Context: an optimization exercise on an open-source flow, tuned for small area. The choices shown serve that exercise and are no tape-out recipe.
The RTL was checked by simulation tests, not by an equivalence proof against the original design.

$ cat standard.sh
#!/bin/bash
# synth_recipe.tcl (not shown) runs the flow's synth.tcl, then flattens the netlist and writes it again
# the make line also repeats each setting of config.mk as NAME=value (left out here)
make -C /OpenROAD-flow-scripts/flow DESIGN_CONFIG=/design/flow/config.mk WORK_HOME=/design/flow/orfs CLKGATE_MAP_FILE= SYNTH_SCRIPT=/design/flow/synth_recipe.tcl "${@:-finish}"
$ cat config.mk
export PLATFORM = sky130hd
export DESIGN_NAME = top
export DESIGN_NICKNAME = top
export VERILOG_FILES = /design/flow/design.v
export SDC_FILE = /design/flow/constraint.sdc
export NUM_CORES = 4
export LEC_CHECK = 0
export ABC_AREA = 1
export CAP_MARGIN = 20
export CORE_MARGIN = 2
export CORE_UTILIZATION = 60
export SLEW_MARGIN = 20
export SYNTH_HIERARCHICAL = 1
export SYNTH_MINIMUM_KEEP_SIZE = 0
$ cat constraint.sdc
create_clock -name core_clock -period 8.0 [get_ports {clk}]
set_input_delay 1.6000 -clock core_clock [delete_from_list [all_inputs] [get_ports {clk}]]
set_output_delay 1.6000 -clock core_clock [all_outputs]
set_load 0.01 [all_outputs]
$ cat flow/run.sh
#!/bin/bash
# The standard layout (the standard.sh), with two changes:
#  - the port buffers are the smallest buffer, sky130_fd_sc_hd__buf_1;
#  - clock tree synthesis inserts no dummy loads.
set -euo pipefail
bash standard.sh \
  'BUFFER_PORTS_ARGS=-buffer_cell sky130_fd_sc_hd__buf_1' \
  'CTS_ARGS=-sink_clustering_enable -repair_clock_nets -dont_use_dummy_load' \
  finish > standard_flow.log 2>&1
$ cat design.v
`timescale 1ns / 1ps
module top(
    input         clk,
    input         rst,
    input  [26:0] freq_config,
    input  [26:0] phas_config,
    output reg [13:0] S
    );
    reg [26:0] T;
    reg        tc;
    wire [26:0] a = T & {27{~rst}};
    wire        am = tc & ~rst;
    wire s0, c1;
    hadd us0 (.a(a[0]), .b(freq_config[0]), .s(s0), .co(c1));
    wire s2, c3;
    fadd us2 (.a(a[1]), .b(freq_config[1]), .c(c1), .s(s2), .co(c3));
    wire s4, c5;
    fadd us4 (.a(a[2]), .b(freq_config[2]), .c(c3), .s(s4), .co(c5));
    wire s6, c7;
    fadd us6 (.a(a[3]), .b(freq_config[3]), .c(c5), .s(s6), .co(c7));
    wire s8, c9;
    fadd us8 (.a(a[4]), .b(freq_config[4]), .c(c7), .s(s8), .co(c9));
    wire s10, c11;
    fadd us10 (.a(a[5]), .b(freq_config[5]), .c(c9), .s(s10), .co(c11));
    wire s12, c13;
    fadd us12 (.a(a[6]), .b(freq_config[6]), .c(c11), .s(s12), .co(c13));
    wire s14, c15;
    fadd us14 (.a(a[7]), .b(freq_config[7]), .c(c13), .s(s14), .co(c15));
    wire s16, c17;
    fadd us16 (.a(a[8]), .b(freq_config[8]), .c(c15), .s(s16), .co(c17));
    wire s18, c19;
    fadd us18 (.a(a[9]), .b(freq_config[9]), .c(c17), .s(s18), .co(c19));
    wire s20, c21;
    fadd us20 (.a(a[10]), .b(freq_config[10]), .c(c19), .s(s20), .co(c21));
    wire s22, c23;
    fadd us22 (.a(a[11]), .b(freq_config[11]), .c(c21), .s(s22), .co(c23));
    wire s24, c25;
    fadd us24 (.a(a[12]), .b(freq_config[12]), .c(c23), .s(s24), .co(c25));
    wire s26, c27;
    fadd us26 (.a(a[13]), .b(freq_config[13]), .c(c25), .s(s26), .co(c27));
    wire s28, c29;
    fadd us28 (.a(a[14]), .b(freq_config[14]), .c(am), .s(s28), .co(c29));
    wire s30, c31;
    fadd us30 (.a(a[15]), .b(freq_config[15]), .c(c29), .s(s30), .co(c31));
    wire s32, c33;
    fadd us32 (.a(a[16]), .b(freq_config[16]), .c(c31), .s(s32), .co(c33));
    wire s34, c35;
    fadd us34 (.a(a[17]), .b(freq_config[17]), .c(c33), .s(s34), .co(c35));
    wire s36, c37;
    fadd us36 (.a(a[18]), .b(freq_config[18]), .c(c35), .s(s36), .co(c37));
    wire s38, c39;
    fadd us38 (.a(a[19]), .b(freq_config[19]), .c(c37), .s(s38), .co(c39));
    wire s40, c41;
    fadd us40 (.a(a[20]), .b(freq_config[20]), .c(c39), .s(s40), .co(c41));
    wire s42, c43;
    fadd us42 (.a(a[21]), .b(freq_config[21]), .c(c41), .s(s42), .co(c43));
    wire s44, c45;
    fadd us44 (.a(a[22]), .b(freq_config[22]), .c(c43), .s(s44), .co(c45));
    wire s46, c47;
    fadd us46 (.a(a[23]), .b(freq_config[23]), .c(c45), .s(s46), .co(c47));
    wire s48, c49;
    fadd us48 (.a(a[24]), .b(freq_config[24]), .c(c47), .s(s48), .co(c49));
    wire s50, c51;
    fadd us50 (.a(a[25]), .b(freq_config[25]), .c(c49), .s(s50), .co(c51));
    wire s52 = a[26] ^ freq_config[26] ^ c51;
    always @(posedge clk) begin
        T  <= {s52, s50, s48, s46, s44, s42, s40, s38, s36, s34, s32, s30, s28, s26, s24, s22, s20, s18, s16, s14, s12, s10, s8, s6, s4, s2, s0};
        tc <= c27;
    end
    wire s53, c54;
    hadd us53 (.a(a[14]), .b(am), .s(s53), .co(c54));
    wire s55, c56;
    hadd us55 (.a(a[15]), .b(c54), .s(s55), .co(c56));
    wire s57, c58;
    hadd us57 (.a(a[16]), .b(c56), .s(s57), .co(c58));
    wire s59, c60;
    hadd us59 (.a(a[17]), .b(c58), .s(s59), .co(c60));
    wire s61, c62;
    hadd us61 (.a(a[18]), .b(c60), .s(s61), .co(c62));
    wire s63, c64;
    fadd us63 (.a(a[19]), .b(phas_config[19]), .c(c62), .s(s63), .co(c64));
    wire s65, c66;
    fadd us65 (.a(a[20]), .b(phas_config[20]), .c(c64), .s(s65), .co(c66));
    wire s67, c68;
    fadd us67 (.a(a[21]), .b(phas_config[21]), .c(c66), .s(s67), .co(c68));
    wire s69, c70;
    fadd us69 (.a(a[22]), .b(phas_config[22]), .c(c68), .s(s69), .co(c70));
    wire s71, c72;
    fadd us71 (.a(a[23]), .b(phas_config[23]), .c(c70), .s(s71), .co(c72));
    wire s73, c74;
    fadd us73 (.a(a[24]), .b(phas_config[24]), .c(c72), .s(s73), .co(c74));
    wire s75, c76;
    fadd us75 (.a(a[25]), .b(phas_config[25]), .c(c74), .s(s75), .co(c76));
    wire s77 = a[26] ^ phas_config[26] ^ c76;
    reg [7:0] z0;
    always @(posedge clk) z0 <= {s77, s75, s73, s71, s69, s67, s65, s63};
    wire c78 = a[0] & phas_config[0];
    wire c79 = (a[1] & phas_config[1]) | (c78 & (a[1] | phas_config[1]));
    wire c80 = (a[2] & phas_config[2]) | (c79 & (a[2] | phas_config[2]));
    wire c81 = (a[3] & phas_config[3]) | (c80 & (a[3] | phas_config[3]));
    wire c82 = (a[4] & phas_config[4]) | (c81 & (a[4] | phas_config[4]));
    wire c83 = (a[5] & phas_config[5]) | (c82 & (a[5] | phas_config[5]));
    wire c84 = (a[6] & phas_config[6]) | (c83 & (a[6] | phas_config[6]));
    wire c85 = (a[7] & phas_config[7]) | (c84 & (a[7] | phas_config[7]));
    wire c86 = (a[8] & phas_config[8]) | (c85 & (a[8] | phas_config[8]));
    wire c87 = (a[9] & phas_config[9]) | (c86 & (a[9] | phas_config[9]));
    wire c88 = (a[10] & phas_config[10]) | (c87 & (a[10] | phas_config[10]));
    wire c89 = (a[11] & phas_config[11]) | (c88 & (a[11] | phas_config[11]));
    wire c90 = (a[12] & phas_config[12]) | (c89 & (a[12] | phas_config[12]));
    wire c91 = (a[13] & phas_config[13]) | (c90 & (a[13] | phas_config[13]));
    wire c92 = (s53 & phas_config[14]) | (c91 & (s53 | phas_config[14]));
    wire c93 = (s55 & phas_config[15]) | (c92 & (s55 | phas_config[15]));
    wire c94 = (s57 & phas_config[16]) | (c93 & (s57 | phas_config[16]));
    wire c95 = (s59 & phas_config[17]) | (c94 & (s59 | phas_config[17]));
    wire c96 = (s61 & phas_config[18]) | (c95 & (s61 | phas_config[18]));
    reg k0;
    always @(posedge clk) k0 <= c96;
    wire k97 = k0;
    wire s98, c99;
    hadd us98 (.a(z0[0]), .b(k97), .s(s98), .co(c99));
    wire s100, c101;
    hadd us100 (.a(z0[1]), .b(c99), .s(s100), .co(c101));
    wire s102, c103;
    hadd us102 (.a(z0[2]), .b(c101), .s(s102), .co(c103));
    wire s104, c105;
    hadd us104 (.a(z0[3]), .b(c103), .s(s104), .co(c105));
    wire s106, c107;
    hadd us106 (.a(z0[4]), .b(c105), .s(s106), .co(c107));
    wire s108, c109;
    hadd us108 (.a(z0[5]), .b(c107), .s(s108), .co(c109));
    wire s110, c111;
    hadd us110 (.a(z0[6]), .b(c109), .s(s110), .co(c111));
    wire s112 = z0[7] ^ c111;
    reg [7:0] ph1, ph2, ph3;
    reg [4:0] v4;       
    reg       f4;       
    reg       sa4, sb4;  
    always @(posedge clk) begin
        ph1 <= {s112, s110, s108, s106, s104, s102, s100, s98};
        ph2 <= ph1;
        ph3 <= ph2;
        f4  <= ph3[5] ^ ph3[6];
        v4  <= ph3[4:0] ^ {5{ph3[5] ^ ph3[6]}} ^ {5{ph3[6]}};
        sa4 <= (ph3[5] ^ ph3[6]) ? (ph3[7] ^ ph3[6]) : ph3[7];
        sb4 <= (ph3[5] ^ ph3[6]) ? ph3[7] : (ph3[7] ^ ph3[6]);
    end
    reg        rd;
    reg [13:0] ci;
    reg [13:1] cqh;
    wire [13:0] cq = {cqh, ci[0]};
    wire s113 = ~ci[0];
    wire s114 = ~(ci[1] ^ ci[0]);
    wire c115 = ci[1] | ci[0];
    wire s116, c117;
    hadd us116 (.a(ci[2]), .b(c115), .s(s116), .co(c117));
    wire s118 = ~(ci[3] ^ c117);
    wire c119 = ci[3] | c117;
    wire s120, c121;
    hadd us120 (.a(ci[4]), .b(c119), .s(s120), .co(c121));
    wire s122, c123;
    hadd us122 (.a(ci[5]), .b(c121), .s(s122), .co(c123));
    wire s124, c125;
    hadd us124 (.a(ci[6]), .b(c123), .s(s124), .co(c125));
    wire s126, c127;
    hadd us126 (.a(ci[7]), .b(c125), .s(s126), .co(c127));
    wire s128, c129;
    hadd us128 (.a(ci[8]), .b(c127), .s(s128), .co(c129));
    wire s130, c131;
    hadd us130 (.a(ci[9]), .b(c129), .s(s130), .co(c131));
    wire s132, c133;
    hadd us132 (.a(ci[10]), .b(c131), .s(s132), .co(c133));
    wire s134, c135;
    hadd us134 (.a(ci[11]), .b(c133), .s(s134), .co(c135));
    wire s136, c137;
    hadd us136 (.a(ci[12]), .b(c135), .s(s136), .co(c137));
    wire s138, c139;
    hadd us138 (.a(ci[13]), .b(c137), .s(s138), .co(c139));
    wire s140 = ~cq[0];
    wire s141, c142;
    hadd us141 (.a(cq[1]), .b(cq[0]), .s(s141), .co(c142));
    wire s143 = ~(cq[2] ^ c142);
    wire c144 = cq[2] | c142;
    wire s145 = ~(cq[3] ^ c144);
    wire c146 = cq[3] | c144;
    wire s147, c148;
    hadd us147 (.a(cq[4]), .b(c146), .s(s147), .co(c148));
    wire s149, c150;
    hadd us149 (.a(cq[5]), .b(c148), .s(s149), .co(c150));
    wire s151, c152;
    hadd us151 (.a(cq[6]), .b(c150), .s(s151), .co(c152));
    wire s153, c154;
    hadd us153 (.a(cq[7]), .b(c152), .s(s153), .co(c154));
    wire s155, c156;
    hadd us155 (.a(cq[8]), .b(c154), .s(s155), .co(c156));
    wire s157, c158;
    hadd us157 (.a(cq[9]), .b(c156), .s(s157), .co(c158));
    wire s159, c160;
    hadd us159 (.a(cq[10]), .b(c158), .s(s159), .co(c160));
    wire s161, c162;
    hadd us161 (.a(cq[11]), .b(c160), .s(s161), .co(c162));
    wire s163, c164;
    hadd us163 (.a(cq[12]), .b(c162), .s(s163), .co(c164));
    wire s165, c166;
    hadd us165 (.a(cq[13]), .b(c164), .s(s165), .co(c166));
    always @(posedge clk) begin
        rd <= rst;
        ci <= {s138, s136, s134, s132, s130, s128, s126, s124, s122, s120, s118, s116, s114, s113} & {14{~rd}};
        cqh <= {s165, s163, s161, s159, s157, s155, s153, s151, s149, s147, s145, s143, s141} & {13{~rd}};
    end
    wire [3:0] ta_one, ta_two, ta_neg, tb_one, tb_two, tb_neg;
    hlut ut(.v(v4), .ta_one(ta_one), .ta_two(ta_two), .ta_neg(ta_neg), .tb_one(tb_one), .tb_two(tb_two), .tb_neg(tb_neg));
    wire [13:0] ca = f4 ? ci : cq;
    wire [13:0] cb = f4 ? cq : ci;
    wire g167 = ta_neg[0] ^ sa4;
    wire p168 = ((ta_one[0] & ca[0])) ^ g167;
    wire p169 = ((ta_one[0] & ca[1]) | (ta_two[0] & ca[0])) ^ g167;
    wire p170 = ((ta_one[0] & ca[2]) | (ta_two[0] & ca[1])) ^ g167;
    wire p171 = ((ta_one[0] & ca[3]) | (ta_two[0] & ca[2])) ^ g167;
    wire p172 = ((ta_one[0] & ca[4]) | (ta_two[0] & ca[3])) ^ g167;
    wire p173 = ((ta_one[0] & ca[5]) | (ta_two[0] & ca[4])) ^ g167;
    wire p174 = ((ta_one[0] & ca[6]) | (ta_two[0] & ca[5])) ^ g167;
    wire p175 = ((ta_one[0] & ca[7]) | (ta_two[0] & ca[6])) ^ g167;
    wire p176 = ((ta_one[0] & ca[8]) | (ta_two[0] & ca[7])) ^ g167;
    wire p177 = ((ta_one[0] & ca[9]) | (ta_two[0] & ca[8])) ^ g167;
    wire p178 = ((ta_one[0] & ca[10]) | (ta_two[0] & ca[9])) ^ g167;
    wire p179 = ((ta_one[0] & ca[11]) | (ta_two[0] & ca[10])) ^ g167;
    wire p180 = ((ta_one[0] & ca[12]) | (ta_two[0] & ca[11])) ^ g167;
    wire p181 = ((ta_one[0] & ca[13]) | (ta_two[0] & ca[12])) ^ g167;
    wire p182 = ((ta_two[0] & ca[13])) ^ g167;
    wire g183 = ~g167;
    wire g184 = ta_neg[1] ^ sa4;
    wire p185 = ((ta_one[1] & ca[0])) ^ g184;
    wire p186 = ((ta_one[1] & ca[1]) | (ta_two[1] & ca[0])) ^ g184;
    wire p187 = ((ta_one[1] & ca[2]) | (ta_two[1] & ca[1])) ^ g184;
    wire p188 = ((ta_one[1] & ca[3]) | (ta_two[1] & ca[2])) ^ g184;
    wire p189 = ((ta_one[1] & ca[4]) | (ta_two[1] & ca[3])) ^ g184;
    wire p190 = ((ta_one[1] & ca[5]) | (ta_two[1] & ca[4])) ^ g184;
    wire p191 = ((ta_one[1] & ca[6]) | (ta_two[1] & ca[5])) ^ g184;
    wire p192 = ((ta_one[1] & ca[7]) | (ta_two[1] & ca[6])) ^ g184;
    wire p193 = ((ta_one[1] & ca[8]) | (ta_two[1] & ca[7])) ^ g184;
    wire p194 = ((ta_one[1] & ca[9]) | (ta_two[1] & ca[8])) ^ g184;
    wire p195 = ((ta_one[1] & ca[10]) | (ta_two[1] & ca[9])) ^ g184;
    wire p196 = ((ta_one[1] & ca[11]) | (ta_two[1] & ca[10])) ^ g184;
    wire p197 = ((ta_one[1] & ca[12]) | (ta_two[1] & ca[11])) ^ g184;
    wire p198 = ((ta_one[1] & ca[13]) | (ta_two[1] & ca[12])) ^ g184;
    wire p199 = ((ta_two[1] & ca[13])) ^ g184;
    wire g200 = ~g184;
    wire g201 = ta_neg[2] ^ sa4;
    wire p202 = ((ta_one[2] & ca[0])) ^ g201;
    wire p203 = ((ta_one[2] & ca[1]) | (ta_two[2] & ca[0])) ^ g201;
    wire p204 = ((ta_one[2] & ca[2]) | (ta_two[2] & ca[1])) ^ g201;
    wire p205 = ((ta_one[2] & ca[3]) | (ta_two[2] & ca[2])) ^ g201;
    wire p206 = ((ta_one[2] & ca[4]) | (ta_two[2] & ca[3])) ^ g201;
    wire p207 = ((ta_one[2] & ca[5]) | (ta_two[2] & ca[4])) ^ g201;
    wire p208 = ((ta_one[2] & ca[6]) | (ta_two[2] & ca[5])) ^ g201;
    wire p209 = ((ta_one[2] & ca[7]) | (ta_two[2] & ca[6])) ^ g201;
    wire p210 = ((ta_one[2] & ca[8]) | (ta_two[2] & ca[7])) ^ g201;
    wire p211 = ((ta_one[2] & ca[9]) | (ta_two[2] & ca[8])) ^ g201;
    wire p212 = ((ta_one[2] & ca[10]) | (ta_two[2] & ca[9])) ^ g201;
    wire p213 = ((ta_one[2] & ca[11]) | (ta_two[2] & ca[10])) ^ g201;
    wire p214 = ((ta_one[2] & ca[12]) | (ta_two[2] & ca[11])) ^ g201;
    wire p215 = ((ta_one[2] & ca[13]) | (ta_two[2] & ca[12])) ^ g201;
    wire p216 = ((ta_two[2] & ca[13])) ^ g201;
    wire g217 = ~g201;
    wire g218 = ta_neg[3] ^ sa4;
    wire p219 = ((ta_one[3] & ca[0])) ^ g218;
    wire p220 = ((ta_one[3] & ca[1]) | (ta_two[3] & ca[0])) ^ g218;
    wire p221 = ((ta_one[3] & ca[2]) | (ta_two[3] & ca[1])) ^ g218;
    wire p222 = ((ta_one[3] & ca[3]) | (ta_two[3] & ca[2])) ^ g218;
    wire p223 = ((ta_one[3] & ca[4]) | (ta_two[3] & ca[3])) ^ g218;
    wire p224 = ((ta_one[3] & ca[5]) | (ta_two[3] & ca[4])) ^ g218;
    wire p225 = ((ta_one[3] & ca[6]) | (ta_two[3] & ca[5])) ^ g218;
    wire p226 = ((ta_one[3] & ca[7]) | (ta_two[3] & ca[6])) ^ g218;
    wire p227 = ((ta_one[3] & ca[8]) | (ta_two[3] & ca[7])) ^ g218;
    wire p228 = ((ta_one[3] & ca[9]) | (ta_two[3] & ca[8])) ^ g218;
    wire p229 = ((ta_one[3] & ca[10]) | (ta_two[3] & ca[9])) ^ g218;
    wire p230 = ((ta_one[3] & ca[11]) | (ta_two[3] & ca[10])) ^ g218;
    wire p231 = ((ta_one[3] & ca[12]) | (ta_two[3] & ca[11])) ^ g218;
    wire p232 = ((ta_one[3] & ca[13]) | (ta_two[3] & ca[12])) ^ g218;
    wire p233 = ((ta_two[3] & ca[13])) ^ g218;
    wire g234 = ~g218;
    wire g235 = tb_neg[0] ^ sb4;
    wire p236 = ((tb_one[0] & cb[0])) ^ g235;
    wire p237 = ((tb_one[0] & cb[1]) | (tb_two[0] & cb[0])) ^ g235;
    wire p238 = ((tb_one[0] & cb[2]) | (tb_two[0] & cb[1])) ^ g235;
    wire p239 = ((tb_one[0] & cb[3]) | (tb_two[0] & cb[2])) ^ g235;
    wire p240 = ((tb_one[0] & cb[4]) | (tb_two[0] & cb[3])) ^ g235;
    wire p241 = ((tb_one[0] & cb[5]) | (tb_two[0] & cb[4])) ^ g235;
    wire p242 = ((tb_one[0] & cb[6]) | (tb_two[0] & cb[5])) ^ g235;
    wire p243 = ((tb_one[0] & cb[7]) | (tb_two[0] & cb[6])) ^ g235;
    wire p244 = ((tb_one[0] & cb[8]) | (tb_two[0] & cb[7])) ^ g235;
    wire p245 = ((tb_one[0] & cb[9]) | (tb_two[0] & cb[8])) ^ g235;
    wire p246 = ((tb_one[0] & cb[10]) | (tb_two[0] & cb[9])) ^ g235;
    wire p247 = ((tb_one[0] & cb[11]) | (tb_two[0] & cb[10])) ^ g235;
    wire p248 = ((tb_one[0] & cb[12]) | (tb_two[0] & cb[11])) ^ g235;
    wire p249 = ((tb_one[0] & cb[13]) | (tb_two[0] & cb[12])) ^ g235;
    wire p250 = ((tb_two[0] & cb[13])) ^ g235;
    wire g251 = ~g235;
    wire g252 = tb_neg[1] ^ sb4;
    wire p253 = ((tb_one[1] & cb[0])) ^ g252;
    wire p254 = ((tb_one[1] & cb[1]) | (tb_two[1] & cb[0])) ^ g252;
    wire p255 = ((tb_one[1] & cb[2]) | (tb_two[1] & cb[1])) ^ g252;
    wire p256 = ((tb_one[1] & cb[3]) | (tb_two[1] & cb[2])) ^ g252;
    wire p257 = ((tb_one[1] & cb[4]) | (tb_two[1] & cb[3])) ^ g252;
    wire p258 = ((tb_one[1] & cb[5]) | (tb_two[1] & cb[4])) ^ g252;
    wire p259 = ((tb_one[1] & cb[6]) | (tb_two[1] & cb[5])) ^ g252;
    wire p260 = ((tb_one[1] & cb[7]) | (tb_two[1] & cb[6])) ^ g252;
    wire p261 = ((tb_one[1] & cb[8]) | (tb_two[1] & cb[7])) ^ g252;
    wire p262 = ((tb_one[1] & cb[9]) | (tb_two[1] & cb[8])) ^ g252;
    wire p263 = ((tb_one[1] & cb[10]) | (tb_two[1] & cb[9])) ^ g252;
    wire p264 = ((tb_one[1] & cb[11]) | (tb_two[1] & cb[10])) ^ g252;
    wire p265 = ((tb_one[1] & cb[12]) | (tb_two[1] & cb[11])) ^ g252;
    wire p266 = ((tb_one[1] & cb[13]) | (tb_two[1] & cb[12])) ^ g252;
    wire p267 = ((tb_two[1] & cb[13])) ^ g252;
    wire g268 = ~g252;
    wire g269 = tb_neg[2] ^ sb4;
    wire p270 = ((tb_one[2] & cb[0])) ^ g269;
    wire p271 = ((tb_one[2] & cb[1]) | (tb_two[2] & cb[0])) ^ g269;
    wire p272 = ((tb_one[2] & cb[2]) | (tb_two[2] & cb[1])) ^ g269;
    wire p273 = ((tb_one[2] & cb[3]) | (tb_two[2] & cb[2])) ^ g269;
    wire p274 = ((tb_one[2] & cb[4]) | (tb_two[2] & cb[3])) ^ g269;
    wire p275 = ((tb_one[2] & cb[5]) | (tb_two[2] & cb[4])) ^ g269;
    wire p276 = ((tb_one[2] & cb[6]) | (tb_two[2] & cb[5])) ^ g269;
    wire p277 = ((tb_one[2] & cb[7]) | (tb_two[2] & cb[6])) ^ g269;
    wire p278 = ((tb_one[2] & cb[8]) | (tb_two[2] & cb[7])) ^ g269;
    wire p279 = ((tb_one[2] & cb[9]) | (tb_two[2] & cb[8])) ^ g269;
    wire p280 = ((tb_one[2] & cb[10]) | (tb_two[2] & cb[9])) ^ g269;
    wire p281 = ((tb_one[2] & cb[11]) | (tb_two[2] & cb[10])) ^ g269;
    wire p282 = ((tb_one[2] & cb[12]) | (tb_two[2] & cb[11])) ^ g269;
    wire p283 = ((tb_one[2] & cb[13]) | (tb_two[2] & cb[12])) ^ g269;
    wire p284 = ((tb_two[2] & cb[13])) ^ g269;
    wire g285 = ~g269;
    wire g286 = tb_neg[3] ^ sb4;
    wire p287 = ((tb_one[3] & cb[0])) ^ g286;
    wire p288 = ((tb_one[3] & cb[1]) | (tb_two[3] & cb[0])) ^ g286;
    wire p289 = ((tb_one[3] & cb[2]) | (tb_two[3] & cb[1])) ^ g286;
    wire p290 = ((tb_one[3] & cb[3]) | (tb_two[3] & cb[2])) ^ g286;
    wire p291 = ((tb_one[3] & cb[4]) | (tb_two[3] & cb[3])) ^ g286;
    wire p292 = ((tb_one[3] & cb[5]) | (tb_two[3] & cb[4])) ^ g286;
    wire p293 = ((tb_one[3] & cb[6]) | (tb_two[3] & cb[5])) ^ g286;
    wire p294 = ((tb_one[3] & cb[7]) | (tb_two[3] & cb[6])) ^ g286;
    wire p295 = ((tb_one[3] & cb[8]) | (tb_two[3] & cb[7])) ^ g286;
    wire p296 = ((tb_one[3] & cb[9]) | (tb_two[3] & cb[8])) ^ g286;
    wire p297 = ((tb_one[3] & cb[10]) | (tb_two[3] & cb[9])) ^ g286;
    wire p298 = ((tb_one[3] & cb[11]) | (tb_two[3] & cb[10])) ^ g286;
    wire p299 = ((tb_one[3] & cb[12]) | (tb_two[3] & cb[11])) ^ g286;
    wire p300 = ((tb_one[3] & cb[13]) | (tb_two[3] & cb[12])) ^ g286;
    wire p301 = ((tb_two[3] & cb[13])) ^ g286;
    wire g302 = ~g286;
    wire s303, c304;
    hadd us303 (.a(g184), .b(p170), .s(s303), .co(c304));
    wire s305, c306;
    hadd us305 (.a(p171), .b(p186), .s(s305), .co(c306));
    wire s307, c308;
    fadd us307 (.a(g201), .b(p172), .c(p187), .s(s307), .co(c308));
    wire s309, c310;
    hadd us309 (.a(p202), .b(c306), .s(s309), .co(c310));
    wire s311, c312;
    fadd us311 (.a(p173), .b(p188), .c(p203), .s(s311), .co(c312));
    wire s313, c314;
    hadd us313 (.a(c308), .b(s311), .s(s313), .co(c314));
    wire s315, c316;
    fadd us315 (.a(g218), .b(p174), .c(p189), .s(s315), .co(c316));
    wire s317, c318;
    fadd us317 (.a(p204), .b(p219), .c(c312), .s(s317), .co(c318));
    wire s319, c320;
    hadd us319 (.a(s315), .b(c314), .s(s319), .co(c320));
    wire s321, c322;
    fadd us321 (.a(p175), .b(p190), .c(p205), .s(s321), .co(c322));
    wire s323, c324;
    fadd us323 (.a(p220), .b(c316), .c(s321), .s(s323), .co(c324));
    wire s325, c326;
    hadd us325 (.a(c318), .b(s323), .s(s325), .co(c326));
    wire s327, c328;
    fadd us327 (.a(p176), .b(p191), .c(p206), .s(s327), .co(c328));
    wire s329, c330;
    fadd us329 (.a(p221), .b(c322), .c(s327), .s(s329), .co(c330));
    wire s331, c332;
    hadd us331 (.a(c324), .b(s329), .s(s331), .co(c332));
    wire lg333 = g167 & p168;
    wire lg334 = p169 & 1'b0;
    wire lg335 = p185 & s303;
    wire lg336 = c304 & s305;
    wire lg337 = s307 & s309;
    wire lg338 = c310 & s313;
    wire lg339 = s317 & s319;
    wire lg340 = c320 & s325;
    wire lg341 = c326 & s331;
    wire lt342 = g167 | p168;
    wire lt343 = p169 | 1'b0;
    wire lt344 = p185 | s303;
    wire lt345 = c304 | s305;
    wire lt346 = s307 | s309;
    wire lt347 = c310 | s313;
    wire lt348 = s317 | s319;
    wire lt349 = c320 | s325;
    wire lt350 = c326 | s331;
    wire lg351 = lg334 | (lt343 & lg333);
    wire lt352 = lt343 & lt342;
    wire lg353 = lg336 | (lt345 & lg335);
    wire lt354 = lt345 & lt344;
    wire lg355 = lg338 | (lt347 & lg337);
    wire lt356 = lt347 & lt346;
    wire lg357 = lg340 | (lt349 & lg339);
    wire lt358 = lt349 & lt348;
    wire lg359 = lg353 | (lt354 & lg351);
    wire lt360 = lt354 & lt352;
    wire lg361 = lg357 | (lt358 & lg355);
    wire lt362 = lt358 & lt356;
    wire lg363 = lg361 | (lt362 & lg359);
    wire lt364 = lt362 & lt360;
    wire lg365 = lg341 | (lt350 & lg363);
    wire lt366 = lt350 & lt364;
    wire s367, c368;
    hadd us367 (.a(g252), .b(p238), .s(s367), .co(c368));
    wire s369, c370;
    hadd us369 (.a(p239), .b(p254), .s(s369), .co(c370));
    wire s371, c372;
    fadd us371 (.a(g269), .b(p240), .c(p255), .s(s371), .co(c372));
    wire s373, c374;
    hadd us373 (.a(p270), .b(c370), .s(s373), .co(c374));
    wire s375, c376;
    fadd us375 (.a(p241), .b(p256), .c(p271), .s(s375), .co(c376));
    wire s377, c378;
    hadd us377 (.a(c372), .b(s375), .s(s377), .co(c378));
    wire s379, c380;
    fadd us379 (.a(g286), .b(p242), .c(p257), .s(s379), .co(c380));
    wire s381, c382;
    fadd us381 (.a(p272), .b(p287), .c(c376), .s(s381), .co(c382));
    wire s383, c384;
    hadd us383 (.a(s379), .b(c378), .s(s383), .co(c384));
    wire s385, c386;
    fadd us385 (.a(p243), .b(p258), .c(p273), .s(s385), .co(c386));
    wire s387, c388;
    fadd us387 (.a(p288), .b(c380), .c(s385), .s(s387), .co(c388));
    wire s389, c390;
    hadd us389 (.a(c382), .b(s387), .s(s389), .co(c390));
    wire s391, c392;
    fadd us391 (.a(p244), .b(p259), .c(p274), .s(s391), .co(c392));
    wire s393, c394;
    fadd us393 (.a(p289), .b(c386), .c(s391), .s(s393), .co(c394));
    wire s395, c396;
    hadd us395 (.a(c388), .b(s393), .s(s395), .co(c396));
    wire lg397 = g235 & p236;
    wire lg398 = p237 & 1'b0;
    wire lg399 = p253 & s367;
    wire lg400 = c368 & s369;
    wire lg401 = s371 & s373;
    wire lg402 = c374 & s377;
    wire lg403 = s381 & s383;
    wire lg404 = c384 & s389;
    wire lg405 = c390 & s395;
    wire lt406 = g235 | p236;
    wire lt407 = p237 | 1'b0;
    wire lt408 = p253 | s367;
    wire lt409 = c368 | s369;
    wire lt410 = s371 | s373;
    wire lt411 = c374 | s377;
    wire lt412 = s381 | s383;
    wire lt413 = c384 | s389;
    wire lt414 = c390 | s395;
    wire lg415 = lg398 | (lt407 & lg397);
    wire lt416 = lt407 & lt406;
    wire lg417 = lg400 | (lt409 & lg399);
    wire lt418 = lt409 & lt408;
    wire lg419 = lg402 | (lt411 & lg401);
    wire lt420 = lt411 & lt410;
    wire lg421 = lg404 | (lt413 & lg403);
    wire lt422 = lt413 & lt412;
    wire lg423 = lg417 | (lt418 & lg415);
    wire lt424 = lt418 & lt416;
    wire lg425 = lg421 | (lt422 & lg419);
    wire lt426 = lt422 & lt420;
    wire lg427 = lg425 | (lt426 & lg423);
    wire lt428 = lt426 & lt424;
    wire lg429 = lg405 | (lt414 & lg427);
    wire lt430 = lt414 & lt428;
    wire s431, c432;
    fadd us431 (.a(p177), .b(p192), .c(p207), .s(s431), .co(c432));
    wire s433, c434;
    fadd us433 (.a(p222), .b(p245), .c(p260), .s(s433), .co(c434));
    wire s435, c436;
    fadd us435 (.a(p275), .b(p290), .c(c328), .s(s435), .co(c436));
    wire s437, c438;
    fadd us437 (.a(c392), .b(s431), .c(s433), .s(s437), .co(c438));
    wire s439, c440;
    fadd us439 (.a(c330), .b(c394), .c(s435), .s(s439), .co(c440));
    wire s441, c442;
    fadd us441 (.a(s437), .b(c332), .c(c396), .s(s441), .co(c442));
    wire s443, c444;
    hadd us443 (.a(s439), .b(s441), .s(s443), .co(c444));
    wire s445, c446;
    fadd us445 (.a(p178), .b(p193), .c(p208), .s(s445), .co(c446));
    wire s447, c448;
    fadd us447 (.a(p223), .b(p246), .c(p261), .s(s447), .co(c448));
    wire s449, c450;
    fadd us449 (.a(p276), .b(p291), .c(c432), .s(s449), .co(c450));
    wire s451, c452;
    fadd us451 (.a(c434), .b(s445), .c(s447), .s(s451), .co(c452));
    wire s453, c454;
    fadd us453 (.a(c436), .b(c438), .c(s449), .s(s453), .co(c454));
    wire s455, c456;
    fadd us455 (.a(s451), .b(c440), .c(s453), .s(s455), .co(c456));
    wire s457, c458;
    hadd us457 (.a(c442), .b(s455), .s(s457), .co(c458));
    wire s459, c460;
    fadd us459 (.a(p179), .b(p194), .c(p209), .s(s459), .co(c460));
    wire s461, c462;
    fadd us461 (.a(p224), .b(p247), .c(p262), .s(s461), .co(c462));
    wire s463, c464;
    fadd us463 (.a(p277), .b(p292), .c(c446), .s(s463), .co(c464));
    wire s465, c466;
    fadd us465 (.a(c448), .b(s459), .c(s461), .s(s465), .co(c466));
    wire s467, c468;
    fadd us467 (.a(c450), .b(c452), .c(s463), .s(s467), .co(c468));
    wire s469, c470;
    fadd us469 (.a(s465), .b(c454), .c(s467), .s(s469), .co(c470));
    wire s471, c472;
    hadd us471 (.a(c456), .b(s469), .s(s471), .co(c472));
    wire s473, c474;
    fadd us473 (.a(p180), .b(p195), .c(p210), .s(s473), .co(c474));
    wire s475, c476;
    fadd us475 (.a(p225), .b(p248), .c(p263), .s(s475), .co(c476));
    wire s477, c478;
    fadd us477 (.a(p278), .b(p293), .c(c460), .s(s477), .co(c478));
    wire s479, c480;
    fadd us479 (.a(c462), .b(s473), .c(s475), .s(s479), .co(c480));
    wire s481, c482;
    fadd us481 (.a(c464), .b(c466), .c(s477), .s(s481), .co(c482));
    wire s483, c484;
    fadd us483 (.a(s479), .b(c468), .c(s481), .s(s483), .co(c484));
    wire s485, c486;
    hadd us485 (.a(c470), .b(s483), .s(s485), .co(c486));
    wire s487, c488;
    fadd us487 (.a(p181), .b(p196), .c(p211), .s(s487), .co(c488));
    wire s489, c490;
    fadd us489 (.a(p226), .b(p249), .c(p264), .s(s489), .co(c490));
    wire s491, c492;
    fadd us491 (.a(p279), .b(p294), .c(c474), .s(s491), .co(c492));
    wire s493, c494;
    fadd us493 (.a(c476), .b(s487), .c(s489), .s(s493), .co(c494));
    wire s495, c496;
    fadd us495 (.a(c478), .b(c480), .c(s491), .s(s495), .co(c496));
    wire s497, c498;
    fadd us497 (.a(s493), .b(c482), .c(s495), .s(s497), .co(c498));
    wire s499, c500;
    hadd us499 (.a(c484), .b(s497), .s(s499), .co(c500));
    wire s501, c502;
    fadd us501 (.a(p182), .b(p197), .c(p212), .s(s501), .co(c502));
    wire s503, c504;
    fadd us503 (.a(p227), .b(p250), .c(p265), .s(s503), .co(c504));
    wire s505, c506;
    fadd us505 (.a(p280), .b(p295), .c(c488), .s(s505), .co(c506));
    wire s507, c508;
    fadd us507 (.a(c490), .b(s501), .c(s503), .s(s507), .co(c508));
    wire s509, c510;
    fadd us509 (.a(c492), .b(c494), .c(s505), .s(s509), .co(c510));
    wire s511, c512;
    fadd us511 (.a(s507), .b(c496), .c(s509), .s(s511), .co(c512));
    wire s513, c514;
    hadd us513 (.a(c498), .b(s511), .s(s513), .co(c514));
    wire s515, c516;
    fadd us515 (.a(g183), .b(g251), .c(p198), .s(s515), .co(c516));
    wire s517, c518;
    fadd us517 (.a(p213), .b(p228), .c(p266), .s(s517), .co(c518));
    wire s519, c520;
    fadd us519 (.a(p281), .b(p296), .c(c502), .s(s519), .co(c520));
    wire s521, c522;
    fadd us521 (.a(c504), .b(s515), .c(s517), .s(s521), .co(c522));
    wire s523, c524;
    fadd us523 (.a(c506), .b(c508), .c(s519), .s(s523), .co(c524));
    wire s525, c526;
    fadd us525 (.a(s521), .b(c510), .c(s523), .s(s525), .co(c526));
    wire s527, c528;
    hadd us527 (.a(c512), .b(s525), .s(s527), .co(c528));
    wire v529 = ~p199;
    wire s530, c531;
    fadd us530 (.a(p214), .b(p229), .c(p267), .s(s530), .co(c531));
    wire s532, c533;
    fadd us532 (.a(p282), .b(p297), .c(v529), .s(s532), .co(c533));
    wire s534, c535;
    fadd us534 (.a(c516), .b(c518), .c(s530), .s(s534), .co(c535));
    wire s536, c537;
    fadd us536 (.a(s532), .b(c520), .c(c522), .s(s536), .co(c537));
    wire s538, c539;
    fadd us538 (.a(s534), .b(c524), .c(s536), .s(s538), .co(c539));
    wire s540, c541;
    hadd us540 (.a(c526), .b(s538), .s(s540), .co(c541));
    wire v542 = ~g200;
    wire s543, c544;
    fadd us543 (.a(g268), .b(v542), .c(p199), .s(s543), .co(c544));
    wire s545, c546;
    fadd us545 (.a(p215), .b(p230), .c(p283), .s(s545), .co(c546));
    wire s547, c548;
    fadd us547 (.a(p298), .b(c531), .c(c533), .s(s547), .co(c548));
    wire s549, c550;
    fadd us549 (.a(s543), .b(s545), .c(c535), .s(s549), .co(c550));
    wire s551, c552;
    fadd us551 (.a(s547), .b(c537), .c(s549), .s(s551), .co(c552));
    wire s553, c554;
    hadd us553 (.a(c539), .b(s551), .s(s553), .co(c554));
    wire s555, c556;
    fadd us555 (.a(g200), .b(p216), .c(p231), .s(s555), .co(c556));
    wire s557, c558;
    fadd us557 (.a(p284), .b(p299), .c(c544), .s(s557), .co(c558));
    wire s559, c560;
    fadd us559 (.a(c546), .b(s555), .c(c548), .s(s559), .co(c560));
    wire s561, c562;
    fadd us561 (.a(s557), .b(c550), .c(s559), .s(s561), .co(c562));
    wire s563, c564;
    hadd us563 (.a(c552), .b(s561), .s(s563), .co(c564));
    wire v565 = ~g217;
    wire s566, c567;
    fadd us566 (.a(g285), .b(v565), .c(p232), .s(s566), .co(c567));
    wire s568, c569;
    fadd us568 (.a(p300), .b(c556), .c(s566), .s(s568), .co(c569));
    wire s570, c571;
    fadd us570 (.a(c558), .b(s568), .c(c560), .s(s570), .co(c571));
    wire s572, c573;
    hadd us572 (.a(c562), .b(s570), .s(s572), .co(c573));
    wire s574, c575;
    fadd us574 (.a(g217), .b(p233), .c(p301), .s(s574), .co(c575));
    wire s576, c577;
    fadd us576 (.a(c567), .b(s574), .c(c569), .s(s576), .co(c577));
    wire s578, c579;
    hadd us578 (.a(s576), .b(c571), .s(s578), .co(c579));
    wire v580 = ~g234;
    wire s581, c582;
    fadd us581 (.a(g302), .b(v580), .c(c575), .s(s581), .co(c582));
    wire s583, c584;
    hadd us583 (.a(s581), .b(c577), .s(s583), .co(c584));
    wire s585, c586;
    hadd us585 (.a(g234), .b(c582), .s(s585), .co(c586));
    wire [14:0] r1 = {s585, s583, s578, s572, c554, c541, c528, c514, c500, c486, c472, c458, c444, s443, 1'b1};
    wire [14:0] r2 = {c584, c579, c573, c564, s563, s553, s540, s527, s513, s499, s485, s471, s457, lg365, lg429};
    wire [14:0] rs;
    assign rs[0] = 1'b0;
    wire s587, c588;
    fadd us587 (.a(r1[1]), .b(r2[1]), .c(r2[0]), .s(s587), .co(c588));
    assign rs[1] = s587;
    wire s589, c590;
    fadd us589 (.a(r1[2]), .b(r2[2]), .c(c588), .s(s589), .co(c590));
    assign rs[2] = s589;
    wire [11:0] sg591 = {1'b0, r1[12:3], 1'b1} + {1'b0, r2[12:3], c590};
    assign rs[12:3] = sg591[10:1];
    wire s592, c593;
    fadd us592 (.a(r1[13]), .b(r2[13]), .c(sg591[11]), .s(s592), .co(c593));
    assign rs[13] = s592;
    wire s594 = r1[14] ^ r2[14] ^ c593;
    assign rs[14] = s594;
    always @(posedge clk) S <= rs[14:1];
endmodule
module fadd(input a, input b, input c, output s, output co);
    assign s  = a ^ b ^ c;
    assign co = (a & b) | (c & (a ^ b));
endmodule
module hadd(input a, input b, output s, output co);
    assign s  = a ^ b;
    assign co = a & b;
endmodule
module cmaj(input a, input b, input c, output co);
    assign co = (a & b) | (c & (a | b));
endmodule
module hlut(input [4:0] v, output [3:0] ta_one, output [3:0] ta_two, output [3:0] ta_neg,
            output [3:0] tb_one, output [3:0] tb_two, output [3:0] tb_neg);
    assign ta_one[0] = 32'h8cd2aaaa >> v;
    assign ta_one[1] = 32'h64da5a5a >> v;
    assign ta_one[2] = 32'hfc03c1f8 >> v;
    assign ta_one[3] = 32'hffffc400 >> v;
    assign ta_two[0] = 32'h52091111 >> v;
    assign ta_two[1] = 32'h83042184 >> v;
    assign ta_two[2] = 32'h00003e00 >> v;
    assign ta_two[3] = 32'h00000000 >> v;
    assign ta_neg[0] = 32'h08488888 >> v;
    assign ta_neg[1] = 32'h041c4218 >> v;
    assign ta_neg[2] = 32'h0003c400 >> v;
    assign ta_neg[3] = 32'h00000000 >> v;
    assign tb_one[0] = 32'hff1b54cf >> v;
    assign tb_one[1] = 32'hcc4307c0 >> v;
    assign tb_one[2] = 32'h00ff1000 >> v;
    assign tb_one[3] = 32'hff000000 >> v;
    assign tb_two[0] = 32'h00a48830 >> v;
    assign tb_two[1] = 32'h0380f800 >> v;
    assign tb_two[2] = 32'hff000000 >> v;
    assign tb_two[3] = 32'h00ffffff >> v;
    assign tb_neg[0] = 32'haa32c43f >> v;
    assign tb_neg[1] = 32'hc0c0efc0 >> v;
    assign tb_neg[2] = 32'h00ff1000 >> v;
    assign tb_neg[3] = 32'h00000000 >> v;
endmodule
==> out/results.ini, run 1 <==
[finish]
fillCellCount = 1416
areaGrowthSynthToFinish_pct = 6.57
drive_gt1_share_pct = 4.35
final_util_pct = 65.4
stdcell_area_mm2 = 0.0104
nNetsFinal = 1382
antenna_cells = 0

[run_status]
outcome = finished clean

[grt]
first_global_vias = 7363
grt.overflow.total = 0
grt_first_pass_wirelength_mm = 35.4
gr-usage-all-layers_pct = 25.4
grtUsageMet2_pct = 41.4
busiest_layer = met2
antenna_found_initial = 0
grt_max_degree = 33
met1_usage_pct = 33.3
met3_usage_pct = 5.44

[synthesis]
ys_types = 35
ys_seq_elements = 111
yosys-top-cells-count = 129 x xor2_1, 120 x inv_1, 114 x fa_1, 114 x nand2_1, 111 x dfxtp_1
yosysSeqAreaShare_pct = 22.8
yosysWarnings = 7
synth_most_common_cell = xor2_1
synth_edf_count = 0
syn_area_mm2 = 0.00975
syn_area_per_cell_um2 = 9.02
synth_cells = 1080
yosys.area.top_type = fa_1
synth_top_area_share_pct = 23.4
ys_async_sr_fraction_pct = 0
synthTopCellsByArea = fa_1 23%, dfxtp_1 23%, xor2_1 12%
synthFlopType = dfxtp_1

[detailed_routing]
wire_per_inst_um = 15.5
vias = 7301
drt_wl_total_mm = 20.8
vias_per_cell = 5.44
drt_pass1_iterations = 6
drc = 0
initialDrtViolationCount = 496
ant_nets = 0

[clock_tree]
cts-resized-gates = 0
clock-sinks = 111
insertion_delay_ns = 0.35
clk_path_buf_depth = 2
cts_tree = yes
cts-root-buf = clkbuf_16
clkSlewWorstSetupHoldPaths_ns = 0.08
htreeDepth = 3
cts_buffers = 9
ctsHoldBuffers = 0
post_cts_buffers = 0

[worst_setup_path]
crit_top_cell = fa_1
path_class = reg -> reg
r2r_setup_slack_ns = 0.89
crit_path_start_kind = flip-flop
critPathMaxStageDelay_ns = 0.68
worstPathRequired_ns = 8.25
worst_path_max_delay_cell = dfxtp_1
startpoint = v4[2]
end_kind = flip-flop
critPathArrivalTime_ns = 7.36
rr_worst_depth = 27
r2r-start = v4[2]
worstPathMaxFanout = 18
r2r_end = S[13]

[floorplanning]
coreArea_mm2 = 0.0159
ioPinCount = 70
die_y_um = 131
die_x_um = 131
floorplan.initialDensity_pct = 61.4
die-area_mm2 = 0.0173
rows = 46

[min_path]
worstHoldPathType = reg -> reg
holdPathEnd = ph3[6]
holdPathStages = 0
min_from = ph2[6]

[sta]
hold_violations = 0
rsz0062_at_grt = false
fin_setup_tns_ns = 0
max_freq_mhz = 141
worst_slew_pin_slew_ns = 0.949
period_minus_slack_ns = 7.11
relSlewSlack_pct = 36.7
drv_slew = 0
period_share_pct = 88.9
timing.hold.ws_ns = 0.327
fin_skew_ns = 0.0240
finalSetupViolCount = 0

[place]
gp_congestion = 0.907
hpwl_mm = 16.2
postPlaceCellArea_mm2 = 0.0102
numPortBuffers = 69

[run]
cap_violations = 0

## how the worst max path moves through the flow
stage | endpoint | slack (ns) | depth (start not counted)
floorplan | T[13] | 0.76 | 17
global placement | T[26] | 0.72 | 17
detailed placement | T[26] | 0.66 | 17
CTS | S[13] | 0.90 | 27
global route | S[13] | 0.36 | 27
finish | S[13] | 0.89 | 27
## cells by family (layout without fill, tap and decap cells)
group                      count (synthesis)  in the layout  synth area share (%)
and+or+nand+nor                          247            247                  10.4
DFF                                      111            111                  22.8
adders and majority gates                198            198                  34.2
xor gates and xnor gates                 152            152                  13.7
other                                      1              3                0.0385
AOI/OAI and AO/OA                        188            188                  11.4
buffers and inverters                    183            227                  7.48
## metrics by stage
stage	setup WS [ns]	instances
2_1_floorplan	0.757	1082
4_1_cts	0.901	1342
3_5_place_dp	0.664	1333
6_report	0.887	1342
5_1_grt	0.355	1342
3_3_place_gp	0.720	1333
## routing by layer
metal / vias to the layer above / routed length (µm) / share of wire, %
li1: 3580 / - / -
met1: 3416 / 9050 / 44
met2: 259 / 9650 / 46
met3: 46 / 1390 / 6.7
met4: 0 / 670 / 3.2
met5: - / 0 / 0
## registers in the layout (all words and copies together), names as in the netlist
register / flops
f4: 1
rd: 1
k0: 1
v4: 5
ci: 14
ph1: 8
cqh: 13
sa4: 1
sb4: 1
ph2: 8
T: 27
tc: 1
S: 14
z0: 8
ph3: 8
## Yosys stat by module, one instance, submodules excluded
module | copies in the design | cells inside
fadd | 113 | 1
hadd | 63 | 1
hlut | 1 | 115
top | 1 | 789
## worst max-delay path, delay by kind of cell (launching register included)
kind,cells,cell delay (ns)
flops,1,0.68
fa+ha+maj,8,3.13
buf+inv,3,0.59
simple gates,6,0.65
compound gates,7,1.14
xor+xnor,3,0.83
## final cells by class
type                       instances  area, µm²  area share (%)
inverter                         136        510            4.91
tap                              216        270            2.60
sequential                       111       2220            21.4
timing repair buffer              82        357            3.43
clock buffer                       9        225            2.17
multi-input combinational        788       6800            65.5
## layout by cell type (no fill, tap or decap)
cell type / n
inv_1: 120
or2_0: 2
xor2_1: 129
clkinv_1: 2
conb_1: 3
nand2_2: 2
or2_2: 8
a21oi_1: 32
o211ai_1: 6
a211oi_1: 2
o21bai_1: 4
nand3_1: 20
buf_4: 13
dfxtp_1: 111
clkbuf_16: 9
xnor2_1: 23
nor2_4: 1
nand4_1: 2
nand2_1: 114
a22o_1: 1
buf_1: 69
fa_1: 114
o21ai_1: 19
inv_2: 14
nor3_1: 5
o21ai_0: 16
o22ai_1: 104
ha_1: 84
a31oi_1: 2
nand3_2: 2
o31ai_1: 1
o22a_1: 1
nor2_1: 91
==> run 2: changes to the inputs <==
--- a/design.v
+++ b/design.v
@@ -210,3 +210,8 @@
     wire [3:0] ta_one, ta_two, ta_neg, tb_one, tb_two, tb_neg;
-    hlut ut(.v(v4), .ta_one(ta_one), .ta_two(ta_two), .ta_neg(ta_neg), .tb_one(tb_one), .tb_two(tb_two), .tb_neg(tb_neg));
+    assign ta_two[3] = 1'b0;
+    assign ta_neg[3] = 1'b0;
+    assign tb_one[3] = 1'b0;
+    assign tb_two[3] = 1'b1;
+    assign tb_neg[3] = 1'b0;
+    hlut ut(.v(v4), .ta_one0(ta_one[0]), .ta_one1(ta_one[1]), .ta_one2(ta_one[2]), .ta_one3(ta_one[3]), .ta_two0(ta_two[0]), .ta_two1(ta_two[1]), .ta_two2(ta_two[2]), .ta_neg0(ta_neg[0]), .ta_neg1(ta_neg[1]), .ta_neg2(ta_neg[2]), .tb_one0(tb_one[0]), .tb_one1(tb_one[1]), .tb_one2(tb_one[2]), .tb_two0(tb_two[0]), .tb_two1(tb_two[1]), .tb_two2(tb_two[2]), .tb_neg0(tb_neg[0]), .tb_neg1(tb_neg[1]), .tb_neg2(tb_neg[2]));
     wire [13:0] ca = f4 ? ci : cq;
@@ -663,28 +668,22 @@
 endmodule
-module hlut(input [4:0] v, output [3:0] ta_one, output [3:0] ta_two, output [3:0] ta_neg,
-            output [3:0] tb_one, output [3:0] tb_two, output [3:0] tb_neg);
-    assign ta_one[0] = 32'h8cd2aaaa >> v;
-    assign ta_one[1] = 32'h64da5a5a >> v;
-    assign ta_one[2] = 32'hfc03c1f8 >> v;
-    assign ta_one[3] = 32'hffffc400 >> v;
-    assign ta_two[0] = 32'h52091111 >> v;
-    assign ta_two[1] = 32'h83042184 >> v;
-    assign ta_two[2] = 32'h00003e00 >> v;
-    assign ta_two[3] = 32'h00000000 >> v;
-    assign ta_neg[0] = 32'h08488888 >> v;
-    assign ta_neg[1] = 32'h041c4218 >> v;
-    assign ta_neg[2] = 32'h0003c400 >> v;
-    assign ta_neg[3] = 32'h00000000 >> v;
-    assign tb_one[0] = 32'hff1b54cf >> v;
-    assign tb_one[1] = 32'hcc4307c0 >> v;
-    assign tb_one[2] = 32'h00ff1000 >> v;
-    assign tb_one[3] = 32'hff000000 >> v;
-    assign tb_two[0] = 32'h00a48830 >> v;
-    assign tb_two[1] = 32'h0380f800 >> v;
-    assign tb_two[2] = 32'hff000000 >> v;
-    assign tb_two[3] = 32'h00ffffff >> v;
-    assign tb_neg[0] = 32'haa32c43f >> v;
-    assign tb_neg[1] = 32'hc0c0efc0 >> v;
-    assign tb_neg[2] = 32'h00ff1000 >> v;
-    assign tb_neg[3] = 32'h00000000 >> v;
+module hlut(input [4:0] v, output ta_one0, output ta_one1, output ta_one2, output ta_one3, output ta_two0, output ta_two1, output ta_two2, output ta_neg0, output ta_neg1, output ta_neg2, output tb_one0, output tb_one1, output tb_one2, output tb_two0, output tb_two1, output tb_two2, output tb_neg0, output tb_neg1, output tb_neg2);
+    assign ta_one0 = 32'h8cd2aaaa >> v;
+    assign ta_one1 = 32'h64da5a5a >> v;
+    assign ta_one2 = 32'hfc03c0f8 >> v;
+    assign ta_one3 = 32'hffffc400 >> v;
+    assign ta_two0 = 32'h52091111 >> v;
+    assign ta_two1 = 32'h83042184 >> v;
+    assign ta_two2 = 32'h00003f00 >> v;
+    assign ta_neg0 = 32'h08488888 >> v;
+    assign ta_neg1 = 32'h041c4318 >> v;
+    assign ta_neg2 = 32'h0003c400 >> v;
+    assign tb_one0 = 32'hff1b54cf >> v;
+    assign tb_one1 = 32'hcc470fc0 >> v;
+    assign tb_one2 = 32'h00ff7000 >> v;
+    assign tb_two0 = 32'h00a48830 >> v;
+    assign tb_two1 = 32'h0380f000 >> v;
+    assign tb_two2 = 32'hff000000 >> v;
+    assign tb_neg0 = 32'haa36cc3f >> v;
+    assign tb_neg1 = 32'hc0c08fc0 >> v;
+    assign tb_neg2 = 32'hffff7000 >> v;
 endmodule
--- a/flow/run.sh
+++ b/flow/run.sh
@@ -7,3 +7,3 @@
   'BUFFER_PORTS_ARGS=-buffer_cell sky130_fd_sc_hd__buf_1' \
-  'CTS_ARGS=-sink_clustering_enable -repair_clock_nets -dont_use_dummy_load' \
+  'CTS_ARGS=-sink_clustering_enable -repair_clock_nets -dont_use_dummy_load -root_buf sky130_fd_sc_hd__clkbuf_16 -buf_list sky130_fd_sc_hd__clkbuf_8' \
   finish > standard_flow.log 2>&1
==> out/results.ini, run 2 <==
[detailed_routing]
drc = 0
drt_wl_total_mm = 18.7
drt_pass1_iterations = 5
initialDrtViolationCount = 454
vias = 6930
wire_per_inst_um = 14.1
vias_per_cell = 5.22
ant_nets = 0

[sta]
fin_skew_ns = 0.0261
period_minus_slack_ns = 7.21
drv_slew = 0
fin_setup_tns_ns = 0
rsz0062_at_grt = false
max_freq_mhz = 139
finalSetupViolCount = 0
relSlewSlack_pct = 40.4
worst_slew_pin_slew_ns = 0.893
timing.hold.ws_ns = 0.317
hold_violations = 0
period_share_pct = 90.1

[finish]
nNetsFinal = 1367
layout_commonest_cell = xor2_1
final_cell_mix = 127 x xor2_1, 122 x inv_1, 116 x nand2_1
regMostFlops = T
areaGrowthSynthToFinish_pct = 7.36
multiInputGateArea_mm2 = 0.00663
antenna_cells = 0
largest_reg_flops = 27
fillCellCount = 1380
regArea_mm2 = 0.00222
stdcell_area_mm2 = 0.0102
top_regs = T: 27 flops, S: 14 flops, ci: 14 flops
drive_gt1_share_pct = 4.05

[worst_setup_path]
end_kind = flip-flop
cp_num_cells = 28
crit_family = adder cells
critPathMaxStageDelay_ns = 0.57
r2r_end = S[13]
crit_top_cell = fa_1
critPathArrivalTime_ns = 7.43
worstPathRequired_ns = 8.22
path_class = reg -> reg
crit_path_start_kind = flip-flop
rr_worst_depth = 28
worstPathMaxFanout = 10
cp_num_buf_inv = 4
r2r-start = v4[0]
worst_path_max_delay_cell = fa_1
r2r_setup_slack_ns = 0.79

[min_path]
min_from = ph1[0]
holdPathStages = 0
worstHoldPathType = reg -> reg
holdPathEnd = ph2[0]

[grt]
grt_first_pass_wirelength_mm = 31.5
antenna_found_initial = 0
grt.overflow.total = 0
first_global_vias = 6773
grt_max_degree = 53
gr-usage-all-layers_pct = 23.6

[clock_tree]
cts-root-buf = clkbuf_16
cts_tree = yes
post_cts_buffers = 0
clk_path_buf_depth = 2
insertion_delay_ns = 0.36
clkSlewWorstSetupHoldPaths_ns = 0.08
clock-sinks = 111
cts_buffers = 9
cts-resized-gates = 0
htreeDepth = 3
ctsHoldBuffers = 0

[synthesis]
yosys-top-cells-count = 127 x xor2_1, 122 x inv_1, 116 x nand2_1, 114 x fa_1, 111 x dfxtp_1
ys_types = 32
synth_most_common_cell = xor2_1
yosysSeqAreaShare_pct = 23.3
synthTopCellsByArea = fa_1 24%, dfxtp_1 23%, xor2_1 12%
yosysWarnings = 7
syn_area_mm2 = 0.00954
syn_area_per_cell_um2 = 9.02
synth_top_area_share_pct = 23.9
synthFlopType = dfxtp_1
ys_async_sr_fraction_pct = 0
yosys.area.top_type = fa_1
synth_cells = 1057
synth_edf_count = 0
ys_seq_elements = 111

[floorplanning]
ioPinCount = 70
rows = 46
coreArea_mm2 = 0.0157
die_x_um = 130
floorplan.initialDensity_pct = 60.7
die_y_um = 130
die-area_mm2 = 0.0169

[place]
gp_congestion = 0.905
hpwl_mm = 14.9
postPlaceCellArea_mm2 = 0.0100
numPortBuffers = 69

[run]
cap_violations = 0

[run_status]
outcome = finished clean

[run 2: cell count changes after synthesis, sizes merged, moves of 2 or more]
cell	change
nor2	+14
inv	-5
xor2	-2
o22ai	-27
nand3	+8
clkbuf	-6
xnor2	-3
[run 2: metrics by stage]
stage / instances / util, % / setup slack [ns]
floorplan: 1057 / - / 0.766
detailed placement: 1319 / 63.7 / 0.666
CTS: 1328 / 65.2 / 0.739
global placement: 1319 / 63.7 / 0.711
finish: 1328 / 65.2 / 0.793
global route: 1328 / 65.2 / 0.229
[run 2: Yosys stat by module, one instance, submodules excluded]
module,flops+latches,copies in the design,cells
top,111,1,767
hlut,0,1,114
fadd,0,113,1
hadd,0,63,1
[run 2: cells by family (layout without fill, tap and decap cells)]
logic type | Yosys count | in the layout | synth area share, %
compound gates | 160 | 160 | 9.82
fa+ha+maj | 197 | 197 | 34.8
xor+xnor | 147 | 147 | 13.5
flops | 111 | 111 | 23.3
buf+inv | 174 | 229 | 7.24
simple gates | 268 | 268 | 11.3
[run 2: worst register-to-register path: cells and delay by family (launching register included)]
family	cells	cell delay [ns]
adders and majority gates	9	3.50
DFF	1	0.51
buffers and inverters	4	0.81
AOI/OAI and AO/OA	7	1.11
and+or+nand+nor	5	0.40
xor gates and xnor gates	3	0.77
[run 2: cell type report]
class	count	area share, %
Multi-Input combinational cell	772	64.7
Tap cell	216	2.64
Timing Repair Buffer	88	3.92
Sequential cell	111	21.7
Clock buffer	9	2.20
Inverter	132	4.84
[run 2: worst max-delay path by stage]
stage                     start     to  slack [ns]
after global placement      rst  T[26]        0.71
after global routing      v4[0]  S[13]        0.23
after detailed placement    rst  T[26]        0.67
after CTS                 v4[1]  S[13]        0.74
final                     v4[0]  S[13]        0.79
after floorplan             rst  T[13]        0.77
[run 2: layer usage]
metal  global-route usage, %  wire length (µm)
met1                    32.5              8760
met2                    38.7              8690
met3                    4.10               989
met4                    6.70               221
met5                       0                 0
==> run 3: changes to the inputs <==
--- a/flow/run.sh
+++ b/flow/run.sh
@@ -7,3 +7,3 @@
   'BUFFER_PORTS_ARGS=-buffer_cell sky130_fd_sc_hd__buf_1' \
-  'CTS_ARGS=-sink_clustering_enable -repair_clock_nets -dont_use_dummy_load -root_buf sky130_fd_sc_hd__clkbuf_16 -buf_list sky130_fd_sc_hd__clkbuf_8' \
+  'CTS_ARGS=-sink_clustering_enable -repair_clock_nets -dont_use_dummy_load' \
   finish > standard_flow.log 2>&1
==> out/results.ini, run 3 <==
[finish]
nNetsFinal = 1367
regMostFlops = T
top_regs = T: 27 flops, S: 14 flops, ci: 14 flops
antenna_cells = 0
layout_commonest_cell = xor2_1
final_cell_mix = 127 x xor2_1, 122 x inv_1, 116 x nand2_1
areaGrowthSynthToFinish_pct = 7.36
largest_reg_flops = 27
drive_gt1_share_pct = 4.05
fillCellCount = 1380
stdcell_area_mm2 = 0.0102

[clock_tree]
clkSlewWorstSetupHoldPaths_ns = 0.08
clk_path_buf_depth = 2
cts-root-buf = clkbuf_16
cts_buffers = 9
post_cts_buffers = 0
cts_tree = yes
cts-resized-gates = 0
ctsHoldBuffers = 0
htreeDepth = 3
insertion_delay_ns = 0.36
clock-sinks = 111

[sta]
rsz0062_at_grt = false
timing.hold.ws_ns = 0.317
drv_slew = 0
relSlewSlack_pct = 40.4
hold_violations = 0
period_share_pct = 90.1
layout_setup_ws_ns = 0.793
max_freq_mhz = 139
fin_setup_tns_ns = 0
finalSetupViolCount = 0
period_minus_slack_ns = 7.21
worst_slew_pin_slew_ns = 0.893
fin_skew_ns = 0.0261

[grt]
gr-usage-all-layers_pct = 23.6
grt_max_degree = 53
first_global_vias = 6773
grt.overflow.total = 0
antenna_found_initial = 0
grt_first_pass_wirelength_mm = 31.5

[floorplanning]
floorplan.initialDensity_pct = 60.7
die_x_um = 130
die_y_um = 130
rows = 46
die-area_mm2 = 0.0169
coreArea_mm2 = 0.0157
ioPinCount = 70

[worst_setup_path]
crit_family = adder cells
worstPathRequired_ns = 8.22
cp_num_buf_inv = 4
worstPathMaxFanout = 10
end_kind = flip-flop
critPathMaxStageDelay_ns = 0.57
r2r_setup_slack_ns = 0.79
worst_path_max_delay_cell = fa_1
crit_path_start_kind = flip-flop
critPathArrivalTime_ns = 7.43
crit_top_cell = fa_1
path_class = reg -> reg

[synthesis]
yosys.area.top_type = fa_1
yosysSeqAreaShare_pct = 23.3
syn_area_per_cell_um2 = 9.02
yosysWarnings = 7
synth_cells = 1057
synthFlopType = dfxtp_1
yosys-top-cells-count = 127 x xor2_1, 122 x inv_1, 116 x nand2_1, 114 x fa_1, 111 x dfxtp_1
synth_edf_count = 0
synth_top_area_share_pct = 23.9
synth_most_common_cell = xor2_1
ys_seq_elements = 111
synthTopCellsByArea = fa_1 24%, dfxtp_1 23%, xor2_1 12%
ys_async_sr_fraction_pct = 0
syn_area_mm2 = 0.00954
ys_types = 32

[place]
hpwl_mm = 14.9
gp_congestion = 0.905
numPortBuffers = 69
postPlaceCellArea_mm2 = 0.0100
dp_slack_ns = 0.666

[detailed_routing]
vias = 6930
drt_pass1_iterations = 5
ant_nets = 0
drt_wl_total_mm = 18.7
wire_per_inst_um = 14.1
vias_per_cell = 5.22
initialDrtViolationCount = 454
drc = 0

[run]
cap_violations = 0

[min_path]
worstHoldPathType = reg -> reg

[run_status]
outcome = finished clean

==> run 3: cell counts after synthesis <==
No cell type changed its count.
==> run 3: modules after synthesis (local to each module, per instance) <==
| module | area, µm² | flip-flops and latches |
|---|---|---|
| fadd | 20.0 | 0 |
| hadd | 12.5 | 0 |
| top | 5940 | 111 |
| hlut | 549 | 0 |
==> run 3: routing by layer <==
metal	routed length [µm]	vias to the layer above	GRT usage, %
met5	0	-	0
met4	221	0	6.70
met3	989	14	4.10
met2	8690	182	38.7
met1	8760	3234	32.5
li1	-	3500	-
==> run 3: final timing paths <==
| check | to | startpoint | cells past startpoint |
|---|---|---|---|
| hold reg to reg | ph2[0] | ph1[0] | 0 |
| setup reg to reg | S[13] | v4[0] | 28 |
| hold / removal | ph2[0] | ph1[0] | 0 |
| setup / recovery | S[13] | v4[0] | 28 |
==> run 3: stage by stage <==
stage               utilization, %  instances
finish                        65.2       1328
global route                  65.2       1328
CTS                           65.2       1328
detailed placement            63.7       1319
global placement              63.7       1319
floorplan                        -       1057
==> run 3: area by class of cell <==
cell class                 count  area [µm²]  area share (%)
tap                          216         270            2.64
sequential                   111        2220            21.7
multi-input combinational    772        6630            64.7
clock buffer                   9         225            2.20
inverter                     132         495            4.84
timing repair buffer          88         402            3.92
==> run 3: worst reg2reg max path, delay by kind of cell, from the launching register on <==
| family | cells | cell delay (ns) |
|---|---|---|
| adders and majority gates | 9 | 3.50 |
| AOI/OAI and AO/OA | 7 | 1.11 |
| buffers and inverters | 4 | 0.81 |
| xor gates and xnor gates | 3 | 0.77 |
| DFF | 1 | 0.51 |
| and+or+nand+nor | 5 | 0.40 |
==> run 3: cell families (layout without fill, tap and decap cells) <==
kind of cell,count (synthesis),in the layout,synth area share [%]
AND/OR/NAND/NOR,268,268,11.3
adder cells (fa/ha/maj),197,197,34.8
buffers and inverters,174,229,7.24
AO/OA/AOI/OAI,160,160,9.82
XOR/XNOR,147,147,13.5
flip-flops,111,111,23.3

-- afterwards: timing with drivers on the ports --
No port has a modelled driver above. Below, the same layouts with a new extraction and two added sets of constraints.
Step 1: set_driving_cell puts a clkbuf_16 on clk and a buf_2 on each other input, an assumption about the parent block.
Step 2 times the ports against the registers' clock, not the clock port: input delays grow and output delays shrink by t, the midpoint of the rising clock arrivals with the driver on.
a / b / c = ideal ports / drivers / drivers and shift; a / b = the first two.
| run | t (ns) | slack for setup (ns) | worst hold slack (ns) | worst register clock-pin slew, ns |
|---|---|---|---|---|
| run 1 | 0.384 | 0.887 / 0.887 / 0.692 | 0.327 / 0.327 / 0.327 | 0.08 / 0.08 |
| run 2 | 0.391 | 0.793 / 0.793 / 0.686 | 0.317 / 0.317 / 0.317 | 0.08 / 0.08 |
| run 3 | 0.391 | 0.793 / 0.793 / 0.686 | 0.317 / 0.317 / 0.317 | 0.08 / 0.08 |
After both steps every run listed still meets setup and hold. For run 1, which loses most, drivers alone change the setup slack by 0.000 ns; drivers and shift together by -0.195 ns.
